This design comes from an exercise in tuning for small area, a short achievable clock period and few clock cycles on the open sky130 flow, not from production work. In this exercise RTL edits were held to simulation tests only and were not proved equivalent to the original.

<file path="design/flow/config.mk">
export PLATFORM = sky130hd
export DESIGN_NAME = mips_core
export DESIGN_NICKNAME = mips_core
export VERILOG_FILES = /design/flow/design.v
export SDC_FILE = /design/flow/constraint.sdc
export NUM_CORES = 4
export LEC_CHECK = 0
export CAP_MARGIN = 20
export CORE_MARGIN = 2
export CORE_UTILIZATION = 40
export PLACE_DENSITY = 0.6
export SLEW_MARGIN = 20
</file>
<file path="design/flow/constraint.sdc">
create_clock -name core_clock -period 10.5 [get_ports {clk}]
set_input_delay 2.1000 -clock core_clock [delete_from_list [all_inputs] [get_ports {clk}]]
set_output_delay 2.1000 -clock core_clock [all_outputs]
set_load 0.01 [all_outputs]
</file>
<file path="design/flow/design.v">
module REG(CLK, RegW, DR, SR1, SR2, Reg_In, ReadReg1, ReadReg2);
  input CLK;
  input RegW;
  input [5:0] DR;
  input [5:0] SR1;
  input [5:0] SR2;
  input [31:0] Reg_In;
  output reg [31:0] ReadReg1;
  output reg [31:0] ReadReg2;
  reg [31:0] REG [0:33];
  always @(posedge CLK)
  begin
    if(RegW == 1'b1)
      REG[DR] <= Reg_In[31:0];
    ReadReg1 <= REG[SR1];
    ReadReg2 <= REG[SR2];
  end
endmodule
module MIPS (CLK, RST, CS, WE, ADDR, Mem_Wdata, Mem_Rdata);
  input CLK, RST;
  output reg CS, WE;
  output [6:0] ADDR;
  output [31:0] Mem_Wdata;
  input [31:0] Mem_Rdata;
  parameter add  = 6'b100000;
  parameter sub  = 6'b100010;
  parameter xor1 = 6'b100110;
  parameter and1 = 6'b100100;
  parameter or1  = 6'b100101;
  parameter slt  = 6'b101010;
  parameter srl  = 6'b000010;
  parameter sll  = 6'b000000;
  parameter jr   = 6'b001000;
  parameter mult = 6'b011000;
  parameter mfhi = 6'b010000;
  parameter mflo = 6'b010010;
  parameter add8 = 6'b101101;
  parameter rbit = 6'b101111;
  parameter rev  = 6'b110000;
  parameter sadd = 6'b110001;
  parameter ssub = 6'b110010;
  parameter addi = 6'b001000;
  parameter andi = 6'b001100;
  parameter ori  = 6'b001101;
  parameter lw   = 6'b100011;
  parameter sw   = 6'b101011;
  parameter beq  = 6'b000100;
  parameter bne  = 6'b000101;
  parameter j    = 6'b000010;
  parameter jal  = 6'b000011;
  parameter lui  = 6'b001111;
  parameter R = 2'd0;
  parameter I = 2'd1;
  parameter J = 2'd2;
  reg [5:0] op, opsave;
  wire [1:0] format;
  reg [31:0] instr, alu_result;
  reg [6:0] pc, npc;
  wire [31:0] imm_ext, alu_in_A, alu_in_B, reg_in, readreg1, readreg2;
  reg [32:0] sat;
  reg [31:0] alu_result_save;
  reg alu_or_mem, alu_or_mem_save, regw, writing, reg_or_imm, reg_or_imm_save;
  wire [31:0] Mem_Bus;
  reg fetchDorI;
  wire [5:0] dr, sr1, sr2;
  reg [2:0] state, nstate;
  reg [31:0] mhi, mlo, mlo_save, mhi_save;
  parameter MHi = 6'd33;
  parameter MLo = 6'd32;
  integer i;
  assign imm_ext = (instr[15] == 1)? {16'hFFFF, instr[15:0]} : {16'h0000, instr[15:0]}; 
  assign dr = (format == R)? ( 
                              (instr[5:0] == mult)? (
                                                   (state == 3'd3)? MHi : MLo
                                                 ) : (instr[5:0] == rbit || instr[5:0] == rev) ?
                                                        {1'b0,(instr[25:21])} : {1'b0,(instr[15:11])} 
                              ) : (
                                   (format == J)? 6'd31 : {1'b0,instr[20:16]}
                                   );  
  assign alu_in_A = readreg1;
  assign alu_in_B = (reg_or_imm_save)? imm_ext : readreg2;  
  assign reg_in = (alu_or_mem_save)? Mem_Bus : (  
                                                 ((format == R) && (instr[5:0] == mult))? 
                                                 (
                                                   (state == 3'd3)? mhi_save : mlo_save
                                                 ) : (alu_result_save)
                                                );  
  assign format = (instr[31:26] == 6'd0)? R : (((instr[31:26] == 6'd2) || (instr[31:26] == 6'd3))? J : I);
  assign Mem_Bus = Mem_Rdata;
  assign Mem_Wdata = readreg2;
  assign sr1 = ((format == R) && (instr[5:0] == mfhi))? MHi : (((format == R) && (instr[5:0] == mflo))? MLo : {1'b0, instr[25:21]});
  assign sr2 = {1'b0, instr[20:16]};
  assign ADDR = (fetchDorI)? pc : alu_result_save[6:0];  
  REG Register(CLK, regw, dr, sr1, sr2, reg_in, readreg1, readreg2);
  always @(*)
  begin
    fetchDorI = 0; CS = 0; WE = 0; regw = 0; writing = 0; alu_result = 32'd0;
    npc = pc; op = jr; reg_or_imm = 0; alu_or_mem = 0; nstate = 3'd0; mlo = 32'd0;
    mhi = 32'd0; sat = 33'd0;
    case (state)
      0: begin  
        npc = pc + 7'd1; CS = 1; nstate = 3'd1;
        fetchDorI = 1;
      end
      1: begin  
        nstate = 3'd2; reg_or_imm = 0; alu_or_mem = 0;
        if (format == J) begin  
		  op = instr[31:26];
          if (instr[31:26] == j) begin
            npc = instr[6:0];
            nstate = 3'd0;
          end
        end
        else if (format == R) begin 
          op = instr[5:0];
        end
        else if (format == I) begin  
          reg_or_imm = 1;
          if(instr[31:26] == lw) begin
            op = add;
            alu_or_mem = 1;
          end
          else if ((instr[31:26] == lw)||(instr[31:26] == sw)||(instr[31:26] == addi)) op = add;
          else if ((instr[31:26] == beq)||(instr[31:26] == bne)) begin
            op = sub;
            reg_or_imm = 0;
          end
          else if (instr[31:26] == andi) op = and1;
          else if (instr[31:26] == ori) op = or1;
		  else op = instr[31:26];
        end
      end
      2: begin  
        nstate = 3'd3;
        if (opsave == and1) alu_result = alu_in_A & alu_in_B;
        else if (opsave == or1) alu_result = alu_in_A | alu_in_B;
        else if (opsave == add) alu_result = alu_in_A + alu_in_B;
        else if (opsave == sub) alu_result = alu_in_A - alu_in_B;
        else if (opsave == srl) alu_result = alu_in_B >> instr[10:6];
        else if (opsave == sll) alu_result = alu_in_B << instr[10:6];
        else if (opsave == slt) alu_result = (alu_in_A < alu_in_B)? 32'd1 : 32'd0;
        else if (opsave == xor1) alu_result = alu_in_A ^ alu_in_B;
        else if (opsave == mfhi) alu_result = alu_in_A;
        else if (opsave == mflo) alu_result = alu_in_A;
        else if (opsave == lui) begin
            alu_result = alu_in_B << 16;
        end
        else if (opsave == add8) begin
            alu_result[31:24] = alu_in_A[31:24] + alu_in_B[31:24];
            alu_result[23:16] = alu_in_A[23:16] + alu_in_B[23:16];
            alu_result[15:8] = alu_in_A[15:8] + alu_in_B[15:8];
            alu_result[7:0] = alu_in_A[7:0] + alu_in_B[7:0];
        end
        else if (opsave == rbit) begin
            for(i = 0; i < 32; i = i+1) alu_result[i] = alu_in_B[31-i];
        end
        else if (opsave == rev) begin
            alu_result[31:24] = alu_in_B[7:0];
            alu_result[23:16] = alu_in_B[15:8];
            alu_result[15:8] = alu_in_B[23:16];
            alu_result[7:0] = alu_in_B[31:24];
        end
        else if (opsave == sadd) begin
            sat = alu_in_A + alu_in_B;
            if(sat > 33'hffffffff) alu_result = 32'hffffffff;
            else alu_result = sat[31:0];
        end
        else if (opsave == ssub) begin
            sat = alu_in_A - alu_in_B;
            if(sat[32]) alu_result = 0;
            else alu_result = sat[31:0];
        end
        else if (opsave == jal) begin 
          alu_result = pc;
          npc = instr[6:0];
        end
        else if (opsave == mult) {mhi, mlo} = alu_in_A * alu_in_B; 
        if (((alu_in_A == alu_in_B)&&(instr[31:26] == beq)) || ((alu_in_A != alu_in_B)&&(instr[31:26] == bne))) begin
          npc = pc + imm_ext[6:0];
          nstate = 3'd0;
        end
        else if ((instr[31:26] == bne)||(instr[31:26] == beq)) nstate = 3'd0;
        else if (opsave == jr) begin
          npc = alu_in_A[6:0];
          nstate = 3'd0;
        end
      end
      3: begin  
        nstate = 3'd0;
        if ((format == R) && (instr[5:0] == mult)) begin
          regw = 1;
          nstate = 3'd4;
        end
        else if ((format == R)||(instr[31:26] == addi)||(instr[31:26] == andi)||(instr[31:26] == ori)||(instr[31:26] == jal)||(instr[31:26] == lui)) regw = 1;
        else if (instr[31:26] == sw) begin
          CS = 1;
          WE = 1;
          writing = 1;
        end
        else if (instr[31:26] == lw) begin
          CS = 1;
          nstate = 3'd4;
        end
      end
      4: begin
        nstate = 3'd0;
        CS = 1;
        if (instr[31:26] == lw) regw = 1;
        else if ((format == R) && (instr[5:0] == mult)) begin
          CS = 0;
          regw = 1;
        end
      end
    endcase
  end  
  always @(posedge CLK) begin
    if (RST) begin
      state <= 3'd0;
      pc <= 7'd0;
    end
    else begin
      state <= nstate;
      pc <= npc;
    end
    if (state == 3'd0) instr <= Mem_Bus;
    else if (state == 3'd1) begin
      opsave <= op;
      reg_or_imm_save <= reg_or_imm;
      alu_or_mem_save <= alu_or_mem;
    end
    else if (state == 3'd2) begin
      mlo_save <= mlo;
      mhi_save <= mhi;
      alu_result_save <= alu_result;
    end
  end  
endmodule
module mips_core(clk, rst, mem_cs, mem_we, mem_addr, mem_wdata, mem_rdata);
  input clk, rst;
  output mem_cs, mem_we;
  output [6:0] mem_addr;
  output [31:0] mem_wdata;
  input [31:0] mem_rdata;
  MIPS CPU(clk, rst, mem_cs, mem_we, mem_addr, mem_wdata, mem_rdata);
endmodule
</file>
<file path="design/flow/run.sh">
#!/bin/bash
# synth_recipe.tcl (not shown) runs the flow's synth.tcl, then flattens the netlist and writes it again
# the make line also repeats each setting of config.mk as NAME=value (left out here)
make -C /OpenROAD-flow-scripts/flow DESIGN_CONFIG=/design/flow/config.mk WORK_HOME=/design/flow/orfs CLKGATE_MAP_FILE= SYNTH_SCRIPT=/design/flow/synth_recipe.tcl finish
</file>
==> results.sh <==
export IMPL_outcome="no timing/DRC/antenna violations"
export IMPL_synthCells=8282
export IMPL_post_cts_buffers=0
export IMPL_die_h_um=507.5
export IMPL_cts_sinks=1298
export IMPL_hold_buffers=0
export IMPL_avgSynthCellArea_sq_um=12.24
export IMPL_path_clk_slew_ns=0.07
export IMPL_drcViolationCount=0
export IMPL_rsz0062_at_grt="false"
export IMPL_rows=184
export IMPL_wl_per_cell_um=35.85
export IMPL_coreArea_sq_mm=0.2516
export IMPL_fmax_mhz=103.0
export IMPL_synthFlopType="edfxtp_1"
export IMPL_root_buffer="clkbuf_16"
export IMPL_r2r_end="CPU.mhi_save[7]"
export IMPL_period_share_pct=92.45
export IMPL_setup_tns_ns=0
export IMPL_async_flop_share_pct=0
export IMPL_critical_path_arrival_ns=10.27
export IMPL_worst_slew_pin_slew_ns=1.312
export IMPL_synth_area_leader_cell="edfxtp_1"
export IMPL_grt_remaining_overflow=0
export IMPL_grtUsageTotal_pct=32.52
export IMPL_timing_critical_path_buf_inv=5
export IMPL_synth_edf_count=1224
export IMPL_crit_top_cell="fa_1"
export IMPL_skew_ns=0.04493
export IMPL_grt_pass1_wl_mm=586.0
export IMPL_grt_max_degree=116
export IMPL_synth_common_cells="1224 x edfxtp_1, 975 x inv_1, 898 x fa_1"
export IMPL_synth_top_cell_area_share_pct=36.25
export IMPL_reg2regPathDepth=28
export IMPL_endpoint_kind="register"
export IMPL_min_path_cells=2
export IMPL_final_max_slew_viol_count=0
export IMPL_ys_seq_area_share_pct=37.71
export IMPL_wirelength_mm=420.2
export IMPL_avgViaCountPerCell=6.286
export IMPL_pre_cts_slack_ns=0.8992
export IMPL_htreeDepth=4
export IMPL_postRouteAntennaNets=0
export IMPL_path_class="reg -> reg"
export IMPL_fillers=22839
export IMPL_ios=75
export IMPL_synth_most_common_cell="edfxtp_1"
export IMPL_cp_data_required_time_ns=11.06
export IMPL_r2r_start="CPU.reg_or_imm_save"
export IMPL_period_needed_ns=9.708
export IMPL_grt_pass1_vias=75351
export IMPL_final_nets=9559
export IMPL_cts_tree="built"
export IMPL_setup_viol_count_final=0
export IMPL_yosysWarnings=2
export IMPL_max_slew_margin_rel_pct=12.54
export IMPL_first_iter_violations=9613
export IMPL_dr_total_vias=73681
export IMPL_ys_ff_latch=1298
export IMPL_final_hold_violation_count=0
export IMPL_syn_area_sq_mm=0.1014
export IMPL_place_hpwl_mm=295.4
export IMPL_io_buffers=74
export IMPL_initial_utilization_pct=40.29
export IMPL_drt_pass1_iterations=7
export IMPL_holdPathEnd="CPU.Register.ReadReg1[21]"
export IMPL_layout_drive_gt1_share_pct=16.02
export IMPL_max_stage_delay_ns=0.85
export IMPL_synth_fp_nets=9590
export IMPL_cts_buffers=138
export IMPL_synthTopCellsByArea="edfxtp_1 36%, fa_1 18%, mux4_2 13%"
export IMPL_place_congestion=1.072
export IMPL_max_cap_violations=0
export IMPL_clock_latency_ns=0.84
export IMPL_cts_buffer_depth=3
export IMPL_cts_repair_resized=0
export IMPL_crit_fanout=49
export IMPL_min_path_type="reg -> reg"
export IMPL_yosysUniqueCellTypes=95
export IMPL_syn_to_final_growth_pct=10.16
export IMPL_rrSetupSlack_ns=0.79
export IMPL_hold_start="CPU.Register.REG[32][21]"
export IMPL_cp_start_kind="register"
export IMPL_crit_family="adder cells"
export IMPL_cp_slowest_cell="inv_1"
export IMPL_antenna_found_initial=20
export IMPL_die_area_sq_mm=0.2575
export IMPL_setup_ws_ns=0.7923
export IMPL_die_w_um=507.5
## worst reg2reg max path, delay by kind of cell, from the launching register on
family / cells / cell delay (ns)
flip-flops: 1 / 0.41
AND/OR/NAND/NOR: 3 / 0.39
XOR/XNOR: 2 / 0.71
AO/OA/AOI/OAI: 7 / 1.68
buffers and inverters: 5 / 1.30
adder cells (fa/ha/maj): 10 / 4.55
multiplexers: 1 / 0.41
## worst max-delay path by stage
stage                        startpoint          endpoint  slack (ns)  cells past startpoint
CTS                 CPU.reg_or_imm_save   CPU.mhi_save[7]        0.89                     28
finish              CPU.reg_or_imm_save   CPU.mhi_save[7]        0.79                     28
floorplan                  CPU.instr[6]  CPU.mhi_save[20]        1.31                     33
global route        CPU.reg_or_imm_save   CPU.mhi_save[9]        0.70                     29
global placement    CPU.reg_or_imm_save   CPU.mhi_save[7]        0.92                     28
detailed placement  CPU.reg_or_imm_save   CPU.mhi_save[7]        0.90                     28
## kinds of logic (layout without fill, tap and decap cells)
| family | after synthesis | in the layout | share of synthesized area [%] |
|---|---|---|---|
| fa+ha+maj | 1274 | 1274 | 22.37 |
| xor+xnor | 133 | 133 | 1.149 |
| flops | 1298 | 1298 | 37.71 |
| simple gates | 1944 | 1944 | 8.009 |
| other cells | 0 | 11 | 0 |
| buf+inv | 1566 | 1646 | 6.261 |
| compound gates | 1117 | 1117 | 7.144 |
| mux | 950 | 950 | 17.36 |
## routing by layer
metal	share of wire [%]	routed length (um)	track usage, %
met5	0.015	63	0
met4	8.4	35390	21.79
met1	36	151500	39.91
met2	46	193700	51.64
met3	9.4	39520	7.144
## flip-flops by register name (all words and copies together), names as in the netlist
name,cells
CPU.Register.REG,1088
CPU.Register.ReadReg1,32
CPU.Register.ReadReg2,32
CPU.alu_result_save,32
CPU.instr,32
CPU.mhi_save,32
CPU.mlo_save,32
CPU.pc,7
CPU.opsave,6
CPU.state,3
CPU.alu_or_mem_save,1
CPU.reg_or_imm_save,1
## per-stage QoR
| stage | area, sq um | utilization, % | hold slack, ns | std cells |
|---|---|---|---|---|
| finish | 111700 | 44.39 | 0.5150 | 11721 |
| global route | 111700 | 44.38 | 0.5464 | 11712 |
| CTS | 111600 | 44.37 | 0.5144 | 11708 |
| detailed placement | 107100 | 42.57 | 0.4996 | 11457 |
| global placement | 107100 | 42.55 | 0.5025 | 11457 |
| floorplan | 101400 | - | 0.4857 | 8282 |
## cell type report
| cell class | instances | area (sq um) | share of cell area, % |
|---|---|---|---|
| clock buffer | 173 | 3676 | 3.291 |
| multi-input combinational | 5418 | 57650 | 51.62 |
| tap | 3348 | 4189 | 3.750 |
| clock inverter | 78 | 849.6 | 0.7606 |
| inverter | 995 | 3735 | 3.344 |
| sequential | 1298 | 38240 | 34.24 |
| timing repair buffer | 400 | 3326 | 2.977 |
| antenna | 11 | 27.53 | 0.02464 |
## cells in the final DEF, fill, tap and decap left out, types with 43 or more instances in the layout
cell                n
a211oi_1           69
nor3_1             72
xor2_1             44
clkbuf_16         139
inv_1             972
a221oi_1           43
mux2i_1           231
o211ai_1           44
a21oi_1           305
a21o_1             80
fa_1              898
nor2b_1            62
nand3_1            45
o21ai_0           217
mux4_2            599
nor2_1            847
xnor2_1            88
buf_4             313
clkdlybuf4s50_1    74
mux2_2             60
nand2_1           695
dfxtp_1            72
edfxtp_1         1224
ha_1              376
Testbench counts, summed over its fixed seeds: cycles 293,453.

static timing again, ports no longer ideal:
In the flow no input, the clock included, has a driving cell. The finished layout below was timed again as built, in two steps.
Step 1 assumes that a clkbuf_16 drives the clock port and a buf_2 every other input.
Step 2, shift: input delay + t, output delay - t, t = (earliest + latest rising clock arrival at the registers) / 2. This alone moves slack from input paths to output paths.
Three values: ideal ports, drivers, drivers and shift; two values: the first two.
t (ns): 0.901
setup slack, ns: 0.792 / 0.792 / 0.792
worst data-port slew with drivers (ns): 0.22
After both steps setup and hold are still met in this run. For this run, drivers alone change the setup slack by 0.000 ns; drivers and shift together by 0.000 ns.
